What follows belongs to an exercise in optimizing a design on an open flow for small area; a production flow would make more cautious choices. Function was checked by simulation only, so behaviour that the tests miss may differ from the original. Power is estimated from default activity; no workload was simulated.

[design/flow/run.sh]
#!/bin/bash
# synth_recipe.tcl (not shown) runs the flow's synth.tcl, then flattens the netlist and writes it again
# the make line also repeats each setting of config.mk as NAME=value (left out here)
make -C /OpenROAD-flow-scripts/flow DESIGN_CONFIG=/design/flow/config.mk WORK_HOME=/design/flow/orfs CLKGATE_MAP_FILE= SYNTH_SCRIPT=/design/flow/synth_recipe.tcl finish
[design/flow/config.mk]
export PLATFORM = sky130hd
export DESIGN_NAME = ym2149_audio
export DESIGN_NICKNAME = ym2149_audio
export VERILOG_FILES = /design/flow/design.v
export SDC_FILE = /design/flow/constraint.sdc
export NUM_CORES = 8
export LEC_CHECK = 0
export CAP_MARGIN = 20
export CORE_MARGIN = 2
export CORE_UTILIZATION = 40
export SLEW_MARGIN = 20
[design/flow/constraint.sdc]
create_clock -name core_clock -period 10.0 [get_ports {clk_i}]
set_input_delay 2.0000 -clock core_clock [delete_from_list [all_inputs] [get_ports {clk_i}]]
set_output_delay 2.0000 -clock core_clock [all_outputs]
set_load 0.01 [all_outputs]
[design/flow/design.v]
module ym2149_audio
  (input  clk_i,
   input  en_clk_psg_i,
   input  sel_n_i,
   input  reset_n_i,
   input  bc_i,
   input  bdir_i,
   input  [7:0] data_i,
   output [7:0] data_r_o,
   output [11:0] ch_a_o,
   output [11:0] ch_b_o,
   output [11:0] ch_c_o,
   output [13:0] mix_audio_o,
   output [13:0] pcm14s_o);
  localparam [31:0] DAC_B0  = 32'h7BB6CBED;
  localparam [31:0] DAC_B1  = 32'h6E0DA0AF;
  localparam [31:0] DAC_B2  = 32'h4EE459FB;
  localparam [31:0] DAC_B3  = 32'h24EA4461;
  localparam [31:0] DAC_B4  = 32'h624EA427;
  localparam [31:0] DAC_B5  = 32'h1E24EA63;
  localparam [31:0] DAC_B6  = 32'h01E24E87;
  localparam [31:0] DAC_B7  = 32'h001E24E9;
  localparam [31:0] DAC_B8  = 32'h0001E24F;
  localparam [31:0] DAC_B9  = 32'h00001E25;
  localparam [31:0] DAC_B10 = 32'h000001E3;
  localparam [31:0] DAC_B11 = 32'h0000001F;
  function [11:0] dac_rom;
    input [4:0] idx;
    dac_rom = {DAC_B11[idx], DAC_B10[idx], DAC_B9[idx], DAC_B8[idx],
               DAC_B7[idx],  DAC_B6[idx],  DAC_B5[idx], DAC_B4[idx],
               DAC_B3[idx],  DAC_B2[idx],  DAC_B1[idx], DAC_B0[idx]};
  endfunction
  function ge16;
    input [15:0] a, b;
    integer k;
    reg c;
    begin
      c = 1'b1;
      for (k = 0; k < 16; k = k + 1)
        c = (a[k] & ~b[k]) | (a[k] & c) | (~b[k] & c);
      ge16 = c;
    end
  endfunction
  function [15:0] cnt_next;
    input [15:0] a;
    input ci, clr;
    integer k;
    reg c;
    begin
      c = ci;
      for (k = 0; k < 16; k = k + 1) begin
        cnt_next[k] = ~clr & (a[k] ^ c);
        c = c & a[k];
      end
    end
  endfunction
  function [13:0] add3;
    input [11:0] a, b, c;
    input ci0, ci1;
    reg [12:0] s, k;
    reg cy;
    integer i;
    begin
      k[0] = ci0;
      for (i = 0; i < 12; i = i + 1) begin
        s[i] = a[i] ^ b[i] ^ c[i];
        k[i+1] = (a[i] & b[i]) | (a[i] & c[i]) | (b[i] & c[i]);
      end
      s[12] = 1'b0;
      cy = ci1;
      for (i = 0; i < 13; i = i + 1) begin
        add3[i] = s[i] ^ k[i] ^ cy;
        cy = (s[i] & k[i]) | (s[i] & cy) | (k[i] & cy);
      end
      add3[13] = cy;
    end
  endfunction
  reg [7:0] data_i_r;
  reg [1:0] busctl_r;
  reg sel_n_r;
  reg sel_ff_r;
  reg [3:0] reg_addr_r;
  reg [7:0] data_o_r;
  reg [127:0] rf;    
  reg [2:0] written_r;
  reg env_shape_wr_r;
  always @(posedge clk_i) begin
    data_i_r <= data_i;
    busctl_r <= {bdir_i, bc_i};
    sel_n_r  <= sel_n_i;
  end
  always @(posedge clk_i)
    if (!reset_n_i)
      sel_ff_r <= 1'b1;
    else if (en_clk_psg_i)
      sel_ff_r <= ~sel_ff_r;
  wire en_int = sel_n_r ? en_clk_psg_i : (en_clk_psg_i & sel_ff_r);
  wire rd_s = (busctl_r == 2'b01);
  wire wr_s = (busctl_r == 2'b10);
  wire la_s = (busctl_r == 2'b11);
  wire [7:0] wdata = data_i_r & {8{reset_n_i}};
  wire wr_e = en_clk_psg_i & wr_s;
  integer r;
  always @(posedge clk_i)
    for (r = 0; r < 16; r = r + 1)
      if (!reset_n_i || (wr_e && reg_addr_r == r))
        rf[8*r +: 8] <= wdata;
  always @(posedge clk_i)
    if (!reset_n_i) begin
      reg_addr_r <= 4'd0;
      data_o_r <= 8'd0;
      written_r <= 3'b000;
      env_shape_wr_r <= 1'b0;
    end else if (en_clk_psg_i) begin
      if (la_s && data_i_r[7:4] == 4'd0)
        reg_addr_r <= data_i_r[3:0];
      if (rd_s)
        data_o_r <= rf[8*reg_addr_r +: 8];
      if (wr_s) begin
        if (reg_addr_r == 4'd8)  written_r[0] <= 1'b1;
        if (reg_addr_r == 4'd9)  written_r[1] <= 1'b1;
        if (reg_addr_r == 4'd10) written_r[2] <= 1'b1;
      end
      env_shape_wr_r <= wr_s && (reg_addr_r == 4'd13);
    end
  assign data_r_o = data_o_r;
  wire [11:0] per_a = rf[11:0];
  wire [11:0] per_b = rf[27:16];
  wire [11:0] per_c = rf[43:32];
  wire [4:0]  per_n = rf[52:48];
  wire [2:0]  tone_en_n  = rf[58:56];
  wire [2:0]  noise_en_n = rf[61:59];
  wire [15:0] per_e = rf[103:88];
  wire env_continue = rf[107];
  wire env_attack   = rf[106];
  wire env_alt      = rf[105];
  wire env_hold     = rf[104];
  reg [2:0] div_r;
  always @(posedge clk_i)
    div_r <= cnt_next({13'd0, div_r}, en_int, !reset_n_i);
  wire cmp_e = en_int & (div_r == 3'd3);
  wire inc_e = en_int & (div_r == 3'd4);
  reg [11:0] cnt_a, cnt_b, cnt_c;
  reg [2:0]  tone_r;
  wire ge_a = ge16({4'd0, cnt_a}, {4'd0, per_a});
  wire ge_b = ge16({4'd0, cnt_b}, {4'd0, per_b});
  wire ge_c = ge16({4'd0, cnt_c}, {4'd0, per_c});
  wire flat_a = (per_a[11:3] == 9'd0) & ~(per_a[2] & per_a[1]);
  wire flat_b = (per_b[11:3] == 9'd0) & ~(per_b[2] & per_b[1]);
  wire flat_c = (per_c[11:3] == 9'd0) & ~(per_c[2] & per_c[1]);
  always @(posedge clk_i) begin
    cnt_a <= cnt_next({4'd0, cnt_a}, inc_e, !reset_n_i || (cmp_e && ge_a));
    cnt_b <= cnt_next({4'd0, cnt_b}, inc_e, !reset_n_i || (cmp_e && ge_b));
    cnt_c <= cnt_next({4'd0, cnt_c}, inc_e, !reset_n_i || (cmp_e && ge_c));
  end
  always @(posedge clk_i)
    if (!reset_n_i)
      tone_r <= 3'b111;
    else if (en_int) begin
      if (flat_a) tone_r[0] <= 1'b1; else if (cmp_e && ge_a) tone_r[0] <= ~tone_r[0];
      if (flat_b) tone_r[1] <= 1'b1; else if (cmp_e && ge_b) tone_r[1] <= ~tone_r[1];
      if (flat_c) tone_r[2] <= 1'b1; else if (cmp_e && ge_c) tone_r[2] <= ~tone_r[2];
    end
  reg [4:0]  cnt_n;
  reg        noise_ff_r;
  reg [16:0] lfsr_r;
  wire ge_n = ge16({11'd0, cnt_n}, {11'd0, per_n});
  wire flat_n = (per_n[4:3] == 2'd0) & ~(per_n[2] & (per_n[1] | per_n[0]));
  wire noise_ff_x = flat_n | (noise_ff_r ^ (cmp_e & ge_n));
  always @(posedge clk_i)
    cnt_n <= cnt_next({11'd0, cnt_n}, inc_e, !reset_n_i || (cmp_e && ge_n));
  always @(posedge clk_i)
    if (!reset_n_i) begin
      noise_ff_r <= 1'b1;
      lfsr_r <= 17'h10000;
    end else if (en_int) begin
      noise_ff_r <= noise_ff_x;
      if (!noise_ff_r && noise_ff_x)
        lfsr_r <= {lfsr_r[3] ^ lfsr_r[0], lfsr_r[16:1]};
    end
  wire noise_s = lfsr_r[0];
  wire [2:0] mix_s = (tone_en_n | tone_r) & (noise_en_n | {3{noise_s}});
  reg [15:0] cnt_e;
  reg        env_ff_r;
  reg [4:0]  shape_r;
  reg        cont_r, att_r, hold_r;
  wire ge_e = ge16(cnt_e, per_e);
  wire env_tgl = cmp_e & ge_e;
  wire shape_end = (shape_r == 5'd31);
  wire hold_x = shape_end ? env_hold : hold_r;
  wire env_step = ~hold_r & env_tgl;
  always @(posedge clk_i)
    cnt_e <= cnt_next(cnt_e, inc_e, !reset_n_i || env_shape_wr_r || env_tgl);
  always @(posedge clk_i)
    if (!reset_n_i || env_shape_wr_r) begin
      env_ff_r <= 1'b1;
      shape_r <= 5'd0;
      cont_r <= 1'b1;
      att_r <= 1'b0;
      hold_r <= 1'b0;
    end else begin
      if (env_tgl) env_ff_r <= ~env_ff_r;
      if (env_step) begin
        shape_r <= hold_x ? 5'd31 : cnt_next({11'd0, shape_r}, 1'b1, 1'b0);
        if (shape_end) begin
          cont_r <= env_continue;
          hold_r <= env_hold;
          if (env_alt) att_r <= ~att_r;
        end
      end
    end
  wire env_sel = env_attack ^ att_r;
  wire [4:0] env_idx = ~cont_r ? 5'd31 : (env_sel ? ~shape_r : shape_r);
  wire [2:0] mode_s = {rf[84], rf[76], rf[68]};
  wire [2:0] flat_s = {flat_c, flat_b, flat_a};
  wire [2:0] cond_s = (tone_en_n & noise_en_n) | flat_s | (~noise_en_n & {3{flat_n}});
  function [4:0] reg_idx;
    input [3:0] v;
    reg_idx = ~{v, |v};
  endfunction
  reg [4:0] idx_a, idx_b, idx_c;
  reg [2:0] mid_r, mix_r, cond_r;
  always @(posedge clk_i)
    if (en_clk_psg_i) begin
      idx_a <= mode_s[0] ? env_idx : reg_idx(rf[67:64]);
      idx_b <= mode_s[1] ? env_idx : reg_idx(rf[75:72]);
      idx_c <= mode_s[2] ? env_idx : reg_idx(rf[83:80]);
      mid_r <= ~mode_s & ~written_r;
      mix_r <= mix_s;
      cond_r <= cond_s;
    end
  wire [11:0] lvl_a = mid_r[0] ? 12'h800 : dac_rom(idx_a);
  wire [11:0] lvl_b = mid_r[1] ? 12'h800 : dac_rom(idx_b);
  wire [11:0] lvl_c = mid_r[2] ? 12'h800 : dac_rom(idx_c);
  wire [11:0] dac_a = lvl_a & {12{mix_r[0]}};
  wire [11:0] dac_b = lvl_b & {12{mix_r[1]}};
  wire [11:0] dac_c = lvl_c & {12{mix_r[2]}};
  assign ch_a_o = dac_a;
  assign ch_b_o = dac_b;
  assign ch_c_o = dac_c;
  function [10:0] sign_op;
    input [11:0] l;
    input cond, mix;
    sign_op = cond ? l[10:0] : (l[11:1] ^ {11{~mix}});
  endfunction
  wire [10:0] op_a = sign_op(lvl_a, cond_r[0], mix_r[0]);
  wire [10:0] op_b = sign_op(lvl_b, cond_r[1], mix_r[1]);
  wire [10:0] op_c = sign_op(lvl_c, cond_r[2], mix_r[2]);
  wire [2:0] neg_s = ~cond_r & ~mix_r;
  wire [2:0] lvl_hi = {lvl_c[11], lvl_b[11], lvl_a[11]};
  wire [2:0] t_s = (cond_r & ~lvl_hi) | neg_s;
  wire [13:0] s_lo = add3({1'b0, op_a}, {1'b0, op_b}, {1'b0, op_c}, neg_s[0], neg_s[1]);
  wire [15:0] s_lo1 = cnt_next({2'b00, s_lo}, neg_s[2], 1'b0);
  wire [1:0] n_t = {(t_s[0] & t_s[1]) | (t_s[0] & t_s[2]) | (t_s[1] & t_s[2]),
                    t_s[0] ^ t_s[1] ^ t_s[2]};
  wire [2:0] pcm_hi = {1'b0, s_lo1[12:11]} - {1'b0, n_t};
  reg [13:0] sum_r, pcm_r;
  always @(posedge clk_i)
    if (en_clk_psg_i) begin
      sum_r <= add3(dac_a, dac_b, dac_c, 1'b0, 1'b0);
      pcm_r <= {pcm_hi, s_lo1[10:0]};
    end
  assign mix_audio_o = sum_r;
  assign pcm14s_o = pcm_r;
endmodule
==> results of run 1 <==
==> final cells by class <==
cell class	count	area (µm²)
clock inverters	17	185
inverters	108	405
repair buffers	105	996
well taps	525	657
clock buffers	44	958
multi-input cells	928	7840
fillers	3619	21100
flip-flops and latches	297	7750
==> report_power, final <==
part	internal (mW)	total (mW)	switching (mW)
Clock	0.758	1.26	0.505
Sequential	1.40	1.47	0.0632
Combinational	0.237	0.512	0.275
Total	2.40	3.24	0.843
==> stage by stage <==
stage | cell area, µm² | std cells | power (mW) | hold WS, ns
floorplan | 16300 | 1401 | 1.79 | 0.435
global placement | 17700 | 1963 | 2.00 | 0.445
detailed placement | 17700 | 1963 | 2.01 | 0.453
CTS | 18800 | 2024 | 3.29 | 0.455
global route | 18800 | 2024 | 3.41 | 0.480
finish | 18800 | 2024 | 3.24 | 0.446
==> sequential cells by signal, indices dropped and copies added (netlist names), 8 cells and up <==
| signal | cells |
|---|---|
| cnt_a | 12 |
| cnt_b | 12 |
| cnt_c | 12 |
| cnt_e | 16 |
| data_i_r | 8 |
| data_o_r | 8 |
| lfsr_r | 17 |
| pcm_r | 14 |
| rf | 128 |
| sum_r | 14 |
==> Yosys cell counts, types with 28 or more instances <==
cell	n	area, µm²
edfxtp_1	180	5410
ha_1	125	1560
dfxtp_1	117	2340
nor2_1	111	417
inv_1	108	405
a21oi_1	77	385
nand2_1	77	289
and2_1	54	338
clkbuf_1	52	195
mux2i_1	49	490
fa_1	47	941
o21ai_0	45	225
mux4_2	44	991
nand2b_1	28	175
==> layout by cell type, fill, tap and decap left out, drive strengths merged, types with 5 or more instances in the layout <==
cell / Yosys / routed
edfxtp: 180 / 180
ha: 125 / 125
dfxtp: 117 / 117
nor2: 111 / 111
inv: 108 / 110
clkdlybuf4s50: 0 / 84
a21oi: 78 / 78
nand2: 77 / 77
and2: 55 / 55
mux2i: 49 / 49
fa: 47 / 47
o21ai: 46 / 46
mux4: 44 / 44
clkbuf: 52 / 44
nand2b: 28 / 28
nor2b: 27 / 27
nor3: 24 / 24
buf: 16 / 21
o211ai: 17 / 17
a211oi: 17 / 17
maj3: 15 / 15
nand3: 12 / 12
a31oi: 11 / 11
nor3b: 11 / 11
clkinv: 0 / 10
nor4: 9 / 9
xnor2: 9 / 9
a311oi: 8 / 8
or2: 8 / 8
o22ai: 8 / 8
xor2: 8 / 8
and3: 6 / 6
o211a: 5 / 5
o221ai: 5 / 5
a2111oi: 5 / 5
==> layer usage <==
metal / share of wire / vias up / track usage / routed length, µm
li1: - / 5226 / - / -
met1: 0.42 / 5302 / 0.240 / 16400
met2: 0.50 / 320 / 0.328 / 19400
met3: 0.059 / 69 / 0.0367 / 2290
met4: 0.024 / 0 / 0.0560 / 950
met5: 0 / - / 0 / 0
==> worst max-delay path, delay by kind of cell, from the launching register on <==
family | cells | cell delay (ns)
DFF | 1 | 0.60
buffers and inverters | 7 | 0.64
adders and majority gates | 18 | 6.38
muxes | 2 | 0.74
AOI/OAI and AO/OA | 1 | 0.20
and+or+nand+nor | 1 | 0.14
==> cell families after synthesis <==
logic type                 Yosys count  share of synthesized area
adders and majority gates          187                      0.163
muxes                               95                     0.0925
DFF                                297                      0.476
and+or+nand+nor                    380                      0.116
buffers and inverters              176                     0.0418
AOI/OAI and AO/OA                  249                      0.101
xor gates and xnor gates            17                    0.00915
==> how the worst max path moves through the flow <==
stage / startpoint / endpoint / depth (start not counted)
2_1_floorplan: idx_c[0] / pcm_r[12] / 30
3_3_place_gp: idx_c[0] / pcm_r[12] / 29
3_5_place_dp: idx_c[0] / pcm_r[12] / 29
4_1_cts: idx_c[0] / pcm_r[12] / 29
5_1_grt: idx_c[0] / pcm_r[12] / 29
6_report: idx_c[0] / pcm_r[12] / 29
==> flow_summary.toml, run 1 <==
[final_layout]
drive_gt1_frac = 0.0927
syn2layout_area_growth_pct = 15.5
nets = 1660
utilization = 0.471
diodes = 0

[worst_setup_path]
worstSetupStartpointType = "flop"
critPathKind = "reg2reg"
required_ns = 10.28
cp-end-kind = "flop"
r2r_slack_ns = 1.07
timing.rr.end = "pcm_r[12]"
arrival_ns = 9.21
path_common_cell = "fa_1"
rr_worst_depth = 29
critPathMaxStageDelay_ns = 0.60
slowest_stage = "edfxtp_1"
r2r-start = "idx_c[0]"
path_max_fanout = 12

[cts]
cts.htree.levels = 2
clkSinkCount = 297
cts_buffer_depth = 3
cts_root_buf = "clkbuf_16"
cts_setup_buffers = 0
clock_latency_ns = 0.55
cts_tree = "built"
cts_resized = 0
cts_buffers = 34
clk_pin_slew_worst_paths_ns = 0.06
hold_buffers = 0

[floorplan]
start_util = 0.408
die_y_um = 206
ios = 86
die-area_um2 = 42300
core_um2 = 39900
row_count = 73
die_width_um = 206

[power_and_ir_drop]
peakVddDrop_mv = 0.115
power_density_nw_per_um2 = 172
leakage_nw = 7.65

[global_routing]
first_global_vias = 10724
grt_pass1_wl_um = 61100
grt_max_degree = 55
antenna_found_initial = 0
overflow = 0
grt_usage = 0.190

[timing]
layout_min_cycle_time_ns = 8.93
finalMaxSlewViolations = 0
clock_skew_ns = 0.0319
slew_headroom = 0.271
fin_ws_ns = 1.07
rsz0062_at_grt = "false"
fmax_mhz = 112
period_share = 0.893
fin_tns_setup_ns = 0
hold_viol_final = 0
worst_pin_slew_ns = 1.08
setup_viol = 0

[outcome]
status = "no timing/DRC/antenna violations"

[place]
gp_congestion = 0.901
post-dp-hpwl_um = 29000
io_buffers = 85
pre_cts_ws_ns = 1.06

[drt]
ant_nets = 0
drc = 0
dr.pass1.iters = 5
routed_wl_um = 39100
vias_per_cell = 5.39
first_iter_violations = 661
vias = 10917
routedWlPerCell_um = 19.3

[job]
maxCapViolations = 0

[logic_synthesis]
synthesis.area_um2 = 16300
yosysUniqueCellTypes = 67
ys.flop_type = "edfxtp_1"
synth-seq-cells = 297
syn-instance-count = 1401
ys_warn_count = 1
async_flop_share = 0
syn_area_per_cell_um2 = 11.6
yosysSeqAreaShare = 0.476
syn_nets = 1587
synth-edff-count = 180

[min_path]
hold-path-endpoint = "lfsr_r[5]"
hold_path_class = "reg2reg"
min_path_cells = 2
hold_start = "lfsr_r[6]"
==> inputs of run 2 (changes only) <==
--- a/design/flow/config.mk
+++ b/design/flow/config.mk
@@ -8,4 +8,5 @@
 export CAP_MARGIN = 20
 export CORE_MARGIN = 2
 export CORE_UTILIZATION = 40
+export CTS_BUF_LIST = sky130_fd_sc_hd__clkbuf_1 sky130_fd_sc_hd__clkbuf_2 sky130_fd_sc_hd__clkbuf_4
 export SLEW_MARGIN = 20
==> flow_summary.toml, run 2 <==
[job]
maxCapViolations = 0

[global_routing]
antenna_found_initial = 2
first_global_vias = 11123
met3_usage = 0.0386
grt_max_degree = 55
overflow = 0
grt-busiest-layer = "met2"
grt_use_met1 = 0.238
grt_use_met2 = 0.328
grt_pass1_wl_um = 61900
grt_usage = 0.192

[worst_setup_path]
path_common_cell = "fa_1"
critPathKind = "reg2reg"
critPathMaxStageDelay_ns = 0.61
timing.rr.end = "pcm_r[12]"
cp-end-kind = "flop"
worstSetupStartpointType = "flop"
path_max_fanout = 12
r2r-start = "idx_c[0]"
required_ns = 10.47
rr_worst_depth = 29
arrival_ns = 9.40
slowest_stage = "edfxtp_1"
r2r_slack_ns = 1.07

[timing]
hold_viol_final = 0
period_share = 0.893
layout_min_cycle_time_ns = 8.93
whs_ns = 0.427
fmax_mhz = 112
clock_skew_ns = 0.0610
fin_ws_ns = 1.07
fin_tns_setup_ns = 0
worst_pin_slew_ns = 1.09
slew_headroom = 0.268
setup_viol = 0
rsz0062_at_grt = "false"
finalMaxSlewViolations = 0

[final_layout]
regArea_um2 = 7750
nets = 1707
largest_register = "rf"
drive_gt1_frac = 0.110
fillCellCount = 3684
multi_input_area_um2 = 7840
layout_commonest_cell = "edfxtp_1"
reg_top3 = "rf (128), lfsr_r (17), cnt_e (16)"
largest_reg_flops = 128
final_cell_mix = "180 x edfxtp_1, 125 x ha_1, 116 x dfxtp_1"
syn2layout_area_growth_pct = 14.3

[logic_synthesis]
yosysSeqAreaShare = 0.476
ys_warn_count = 1
syn_area_per_cell_um2 = 11.6
syn-instance-count = 1401
synth_most_common_cell = "edfxtp_1"
synth_top_area_share = 0.332
synth-edff-count = 180
ys.flop_type = "edfxtp_1"
syn_nets = 1587
synth-seq-cells = 297
synthesis.area_um2 = 16300
ys_top_cells_by_count = "180 x edfxtp_1, 125 x ha_1, 117 x dfxtp_1"
async_flop_share = 0
synthTopCellsByArea = "edfxtp_1 33%, dfxtp_1 14%, ha_1 9.6%"
yosys.area.top_type = "edfxtp_1"
yosysUniqueCellTypes = 67

[place]
pre_cts_ws_ns = 1.06
io_buffers = 85
gp_congestion = 0.901
post-dp-hpwl_um = 29000

[cts]
cts_resized = 0
hold_buffers = 0
clkSinkCount = 297
clk_pin_slew_worst_paths_ns = 0.06
cts_setup_buffers = 0
cts_buffer_depth = 3
cts_tree = "built"
cts_buffers = 81
cts_root_buf = "clkbuf_4"
cts.htree.levels = 3
clock_latency_ns = 0.75

[drt]
vias = 11198
first_iter_violations = 708
vias_per_cell = 5.30
dr.pass1.iters = 5
drc = 0
routedWlPerCell_um = 18.8
routed_wl_um = 39600
ant_nets = 0

[power_and_ir_drop]
leakage_nw = 7.59
peakVddDrop_mv = 0.0889
power_density_nw_per_um2 = 161

[floorplan]
die-area_um2 = 42300
die_width_um = 206
core_um2 = 39900
die_y_um = 206
ios = 86
row_count = 73
start_util = 0.408

[outcome]
status = "no timing/DRC/antenna violations"

[min_path]
min_path_cells = 2
hold-path-endpoint = "lfsr_r[5]"
hold_path_class = "reg2reg"
hold_start = "lfsr_r[6]"
==> run 2: per-stage QoR <==
step | total power [mW] | utilization | cell area, µm² | std cells
finish | 3.00 | 0.466 | 18600 | 2112
global placement | 2.00 | 0.442 | 17700 | 1963
CTS | 3.05 | 0.466 | 18600 | 2111
global route | 3.19 | 0.466 | 18600 | 2112
detailed placement | 2.01 | 0.442 | 17700 | 1963
floorplan | 1.79 | - | 16300 | 1401
==> run 2: cells by family (layout without fill, tap and decap cells) <==
kind of cell,Yosys count,count (layout),share of synthesized area
adder cells (fa/ha/maj),187,187,0.163
flip-flops,297,297,0.476
AO/OA/AOI/OAI,249,249,0.101
AND/OR/NAND/NOR,380,380,0.116
multiplexers,95,95,0.0925
other,0,1,0
buffers and inverters,176,361,0.0418
XOR/XNOR,17,17,0.00915
==> run 2: metal layers <==
layer  share of wire  up-vias
li1                -     5371
met1            0.42     5395
met2            0.49      371
met3           0.063       61
met4           0.026        0
met5               0        -
==> run 2: area by class of cell <==
| class | instances | share of cell area |
|---|---|---|
| multi-input combinational | 928 | 0.422 |
| sequential | 297 | 0.417 |
| timing repair buffer | 105 | 0.0536 |
| clock buffer | 124 | 0.0418 |
| tap | 525 | 0.0353 |
| inverter | 108 | 0.0218 |
| clock inverter | 24 | 0.00835 |
| antenna | 1 | 0.000135 |
==> run 2: worst max-delay path by stage <==
stage | startpoint | endpoint | cells after the start
CTS | idx_c[0] | pcm_r[12] | 29
detailed placement | idx_c[0] | pcm_r[12] | 29
global placement | idx_c[0] | pcm_r[12] | 29
floorplan | idx_c[0] | pcm_r[12] | 30
finish | idx_c[0] | pcm_r[12] | 29
global route | idx_c[0] | pcm_r[12] | 29
==> run 2: power breakdown <==
part / switching, mW / internal (mW) / total, mW
clock network: 0.513 / 0.506 / 1.02
registers: 0.0634 / 1.40 / 1.47
logic: 0.275 / 0.237 / 0.512
total: 0.852 / 2.15 / 3.00
==> run 2: worst max-delay path: cells and delay by family (launching register included) <==
family / cells / cell delay (ns)
DFF: 1 / 0.61
AOI/OAI and AO/OA: 1 / 0.20
and+or+nand+nor: 1 / 0.15
adders and majority gates: 18 / 6.38
muxes: 2 / 0.74
buffers and inverters: 7 / 0.64
==> inputs of run 3 (changes only) <==
--- a/design/flow/config.mk
+++ b/design/flow/config.mk
@@ -8,5 +8,7 @@
 export CAP_MARGIN = 20
 export CORE_MARGIN = 2
 export CORE_UTILIZATION = 40
-export CTS_BUF_LIST = sky130_fd_sc_hd__clkbuf_1 sky130_fd_sc_hd__clkbuf_2 sky130_fd_sc_hd__clkbuf_4
+export CTS_BUF_LIST = sky130_fd_sc_hd__clkbuf_8
+export CTS_CLUSTER_DIAMETER = 50
+export CTS_CLUSTER_SIZE = 16
 export SLEW_MARGIN = 20
==> flow_summary.toml, run 3 <==
[outcome]
status = "no timing/DRC/antenna violations"

[final_layout]
reg_top3 = "rf (128), lfsr_r (17), cnt_e (16)"
layout_commonest_cell = "edfxtp_1"
final_cell_mix = "180 x edfxtp_1, 125 x ha_1, 116 x dfxtp_1"
diodes = 0
fin_area_um2 = 18500
nets = 1662
drive_gt1_frac = 0.0965
largest_register = "rf"
utilization = 0.463
syn2layout_area_growth_pct = 13.5
largest_reg_flops = 128

[worst_setup_path]
critPathKind = "reg2reg"
crit_buf_inv = 7
critPathMaxStageDelay_ns = 0.61
rr_worst_depth = 29
path_max_fanout = 12
worstSetupStartpointType = "flop"
cp-end-kind = "flop"
arrival_ns = 9.30
required_ns = 10.36
path_common_cell = "fa_1"
critical_path_depth = 29
path_delay_family = "adder cells"
slowest_stage = "edfxtp_1"

[cts]
cts_tree = "built"
clock_latency_ns = 0.62
cts_buffer_depth = 3
clk_pin_slew_worst_paths_ns = 0.09
cts_setup_buffers = 0
hold_buffers = 0
cts_resized = 0
cts_buffers = 36
cts_root_buf = "clkbuf_8"
cts.htree.levels = 2
clkSinkCount = 297

[power_and_ir_drop]
power.net_switching_mw = 0.877
peakVddDrop_mv = 0.0932
power_density_nw_per_um2 = 159
netSwitchingFraction = 0.299
pwr-share-seq = 0.499
leakage_nw = 7.50
pwr-share-comb = 0.175
p_clk_frac = 0.326
intPower_mw = 2.06

[logic_synthesis]
synth-edff-count = 180
synthTopCellsByArea = "edfxtp_1 33%, dfxtp_1 14%, ha_1 9.6%"
async_flop_share = 0
ys.flop_type = "edfxtp_1"
syn_area_per_cell_um2 = 11.6
yosys.area.top_type = "edfxtp_1"
synth_top_area_share = 0.332
synth_most_common_cell = "edfxtp_1"
synth-seq-cells = 297
ys_warn_count = 1
ys_top_cells_by_count = "180 x edfxtp_1, 125 x ha_1, 117 x dfxtp_1"
yosysUniqueCellTypes = 67
synthesis.area_um2 = 16300
syn-instance-count = 1401
yosysSeqAreaShare = 0.476
syn_nets = 1587

[floorplan]
ios = 86
row_count = 73
die-area_um2 = 42300
die_width_um = 206
start_util = 0.408
die_y_um = 206
core_um2 = 39900

[drt]
dr.pass1.iters = 5
first_iter_violations = 649
routedWlPerCell_um = 19.2
vias = 10859
vias_per_cell = 5.35
routed_wl_um = 38900
ant_nets = 0
drc = 0

[timing]
clock_skew_ns = 0.0353
rsz0062_at_grt = "false"
setup_viol = 0
whs_ns = 0.459
layout_min_cycle_time_ns = 8.93
period_share = 0.893
finalMaxSlewViolations = 0
fmax_mhz = 112
slew_headroom = 0.239
worst_pin_slew_ns = 1.13
fin_tns_setup_ns = 0
hold_viol_final = 0

[place]
post-dp-hpwl_um = 29000
gp_congestion = 0.901
dpl_cell_area_um2 = 17700
io_buffers = 85

[global_routing]
grt_usage = 0.189
grt_max_degree = 55
first_global_vias = 10722
grt_pass1_wl_um = 60900
antenna_found_initial = 0
overflow = 0

[job]
maxCapViolations = 0

[min_path]
min_path_cells = 2
hold_path_class = "reg2reg"
run 3: cell types whose count changed in the layout (fill, tap and decap cells not counted), sizes merged:
cell	previous run	this run
bufinv	2	1
clkbuf	124	37
clkinv	20	12
clkinvlp	2	3
diode	1	0
inv	108	120
run 3: power by group through the flow:
| stage | Combinational, mW | Clock, mW | Sequential [mW] |
|---|---|---|---|
| 2_1_floorplan | 0.308 | 0 | 1.48 |
| 5_1_grt | 0.586 | 1.04 | 1.47 |
| 6_report | 0.513 | 0.956 | 1.46 |
| 3_3_place_gp | 0.514 | 0 | 1.49 |
| 3_5_place_dp | 0.517 | 0 | 1.49 |
| 4_1_cts | 0.524 | 0.990 | 1.46 |
run 3: tightest hold or removal path, delay by kind of cell (launching register included):
kind	cells	cell delay, ns
AND/OR/NAND/NOR	1	0.05
AO/OA/AOI/OAI	1	0.05
flip-flops	1	0.32
run 3: cell families after synthesis:
family / after synthesis / synth area share
compound gates: 249 / 0.101
xor+xnor: 17 / 0.00915
fa+ha+maj: 187 / 0.163
buf+inv: 176 / 0.0418
flops: 297 / 0.476
mux: 95 / 0.0925
simple gates: 380 / 0.116
run 3: area by class of cell:
type / count / area, µm²
clock buffers: 37 / 509
clock inverters: 28 / 309
multi-input cells: 928 / 7840
repair buffers: 105 / 996
inverters: 108 / 405
well taps: 525 / 657
flip-flops and latches: 297 / 7750
fillers: 3663 / 21400
run 3: worst paths after layout:
path | startpoint | to | slack (ns)
hold reg to reg | data_o_r[5] | data_o_r[5] | 0.46
setup / recovery | idx_c[0] | pcm_r[12] | 1.07
hold / removal | data_o_r[5] | data_o_r[5] | 0.46
setup reg to reg | idx_c[0] | pcm_r[12] | 1.07
run 3: through the flow:
| stage | setup slack, ns | std cells | power (mW) |
|---|---|---|---|
| 5_1_grt | 0.585 | 2028 | 3.10 |
| 2_1_floorplan | 1.53 | 1401 | 1.79 |
| 3_3_place_gp | 1.17 | 1963 | 2.00 |
| 3_5_place_dp | 1.06 | 1963 | 2.01 |
| 4_1_cts | 1.08 | 2028 | 2.98 |
| 6_report | 1.07 | 2028 | 2.93 |
run 3: routing by layer:
| metal | share of wire | routed length, µm | vias up | track usage |
|---|---|---|---|---|
| li1 | - | - | 5226 | - |
| met1 | 0.42 | 16400 | 5262 | 0.239 |
| met2 | 0.49 | 18900 | 296 | 0.321 |
| met3 | 0.058 | 2260 | 75 | 0.0336 |
| met4 | 0.033 | 1280 | 0 | 0.0750 |
| met5 | 0 | 0 | - | 0 |
==> inputs of run 4 (changes only) <==
--- a/design/flow/config.mk
+++ b/design/flow/config.mk
@@ -8,7 +8,7 @@
 export CAP_MARGIN = 20
 export CORE_MARGIN = 2
 export CORE_UTILIZATION = 40
-export CTS_BUF_LIST = sky130_fd_sc_hd__clkbuf_8
-export CTS_CLUSTER_DIAMETER = 50
-export CTS_CLUSTER_SIZE = 16
+export CTS_BUF_LIST = sky130_fd_sc_hd__clkbuf_4 sky130_fd_sc_hd__clkbuf_8
+export CTS_CLUSTER_DIAMETER = 40
+export CTS_CLUSTER_SIZE = 12
 export SLEW_MARGIN = 20
==> flow_summary.toml, run 4 <==
[floorplan]
die-area_um2 = 42300
start_util = 0.408
ios = 86
core_um2 = 39900
die_y_um = 206
die_width_um = 206
row_count = 73

[cts]
cts.htree.levels = 2
cts_tree = "built"
clock_latency_ns = 0.63
cts_setup_buffers = 0
cts_root_buf = "clkbuf_8"
cts_buffer_depth = 3
cts_resized = 0
hold_buffers = 0
clkSinkCount = 297
cts_buffers = 44
clk_pin_slew_worst_paths_ns = 0.08

[final_layout]
fin_area_um2 = 18700
final_cell_mix = "180 x edfxtp_1, 125 x ha_1, 116 x dfxtp_1"
largest_register = "rf"
drive_gt1_frac = 0.108
largest_reg_flops = 128
diodes = 0
nets = 1670
syn2layout_area_growth_pct = 14.9
stdcell_count = 2045
layout_commonest_cell = "edfxtp_1"
reg_top3 = "rf (128), lfsr_r (17), cnt_e (16)"

[logic_synthesis]
synth-seq-cells = 297
syn-instance-count = 1401
yosysSeqAreaShare = 0.476
synth_most_common_cell = "edfxtp_1"
synthesis.area_um2 = 16300
synthTopCellsByArea = "edfxtp_1 33%, dfxtp_1 14%, ha_1 9.6%"
ys.flop_type = "edfxtp_1"
async_flop_share = 0
yosys.area.top_type = "edfxtp_1"
syn_nets = 1587
yosysUniqueCellTypes = 67
ys_warn_count = 1
syn_area_per_cell_um2 = 11.6
ys_top_cells_by_count = "180 x edfxtp_1, 125 x ha_1, 117 x dfxtp_1"
synth-edff-count = 180
synth_top_area_share = 0.332

[timing]
fmax_mhz = 112
fin_ws_ns = 1.04
clock_skew_ns = 0.0428
period_share = 0.896
finalMaxSlewViolations = 0
setup_viol = 0
worst_pin_slew_ns = 1.07
fin_tns_setup_ns = 0
slew_headroom = 0.279
rsz0062_at_grt = "false"
layout_min_cycle_time_ns = 8.96
hold_viol_final = 0

[global_routing]
antenna_found_initial = 0
grt_pass1_wl_um = 61000
grt_max_degree = 55
overflow = 0
grt_usage = 0.189
first_global_vias = 10756

[power_and_ir_drop]
leakage_nw = 7.60
power_density_nw_per_um2 = 167
peakVddDrop_mv = 0.204

[place]
io_buffers = 85
dpl_cell_area_um2 = 17700
post-dp-hpwl_um = 29000
place_inst = 1963
pre_cts_ws_ns = 1.06
gp_congestion = 0.901

[drt]
drc = 0
routed_wl_um = 39100
first_iter_violations = 649
dr.pass1.iters = 5
vias_per_cell = 5.36
ant_nets = 0
routedWlPerCell_um = 19.1
vias = 10958

[min_path]
hold_path_class = "reg2reg"

[worst_setup_path]
path_common_cell = "fa_1"
crit_buf_inv = 7
critPathKind = "reg2reg"
arrival_ns = 9.31
critPathMaxStageDelay_ns = 0.61
worstSetupStartpointType = "flop"
required_ns = 10.34
cp-end-kind = "flop"
slowest_stage = "edfxtp_1"
path_delay_family = "adder cells"
path_max_fanout = 12

[outcome]
status = "no timing/DRC/antenna violations"

[job]
maxCapViolations = 0
## run 4: logic make-up (layout without fill, tap and decap cells)
family / after synthesis / after routing / synth area share
muxes: 95 / 95 / 0.0925
DFF: 297 / 297 / 0.476
xor gates and xnor gates: 17 / 17 / 0.00915
AOI/OAI and AO/OA: 249 / 249 / 0.101
adders and majority gates: 187 / 187 / 0.163
and+or+nand+nor: 380 / 380 / 0.116
buffers and inverters: 176 / 295 / 0.0418
## run 4: final cells by class
class	instances	area, µm²
fill	3632	21200
multi-input combinational	928	7840
sequential	297	7750
timing repair buffer	105	996
tap	525	657
clock buffer	48	648
inverter	108	405
clock inverter	34	384
## run 4: report_power, final
part           leakage [nW]  internal, mW  switching, mW
clock                 0.507         0.597          0.543
combinational          4.30         0.237          0.274
sequential             2.78          1.40         0.0627
## run 4: path summary, 6_finish.rpt
kind / from / endpoint / slack [ns] / depth (start not counted)
hold reg to reg: data_o_r[3] / data_o_r[3] / 0.46 / 2
hold / removal: data_o_r[3] / data_o_r[3] / 0.46 / 2
setup reg to reg: idx_c[0] / pcm_r[12] / 1.04 / 29
setup / recovery: idx_c[0] / pcm_r[12] / 1.04 / 29
## run 4: through the flow
step | hold slack (ns) | power, mW | util
floorplan | 0.435 | 1.79 | -
global placement | 0.445 | 2.00 | 0.442
detailed placement | 0.453 | 2.01 | 0.442
CTS | 0.463 | 3.16 | 0.468
global route | 0.482 | 3.28 | 0.468
finish | 0.458 | 3.12 | 0.468
## run 4: metal layers
layer | track usage | wire length [µm] | vias up | part of all wire
li1 | - | - | 5255 | -
met1 | 0.238 | 16400 | 5325 | 0.42
met2 | 0.327 | 19400 | 315 | 0.50
met3 | 0.0352 | 2320 | 63 | 0.059
met4 | 0.0604 | 984 | 0 | 0.025
met5 | 0 | 0 | - | 0
## run 4: tightest hold or removal path: stages (launching register included)
cell and delay, ns:
dfxtp_1 0.31, nand2_1 0.05, a21oi_1 0.05

==> afterwards: timing with drivers on the ports <==
In the flow no input, the clock included, has a driving cell. The finished layouts below were timed again as built, in two steps.
Step 1: set_driving_cell puts a clkbuf_16 on clk_i and a buf_2 on each other input, an assumption about the parent block.
Step 2 moves the port delays by t, midway between the first and last clock arrival at a register: inputs arrive t later, outputs are due t later. That takes back most of the time a late clock gives input paths.
a / b / c = ideal ports / drivers / drivers and shift; a / b = the first two.
run | t (ns) | setup slack, ns | worst hold slack (ns) | slew at the worst register clock pin (ns) | worst data-port slew with drivers (ns)
run 1 | 0.589 | 1.070 / 1.070 / 1.070 | 0.446 / 0.446 / 0.446 | 0.06 / 0.06 | 0.06
run 2 | 0.768 | 1.067 / 1.067 / 1.067 | 0.427 / 0.427 / 0.427 | 0.08 / 0.08 | 0.05
run 3 | 0.651 | 1.066 / 1.066 / 1.066 | 0.459 / 0.459 / 0.459 | 0.10 / 0.10 | 0.06
run 4 | 0.658 | 1.035 / 1.035 / 1.035 | 0.458 / 0.458 / 0.458 | 0.08 / 0.08 | 0.05
After both steps setup and hold are still met in every run listed.
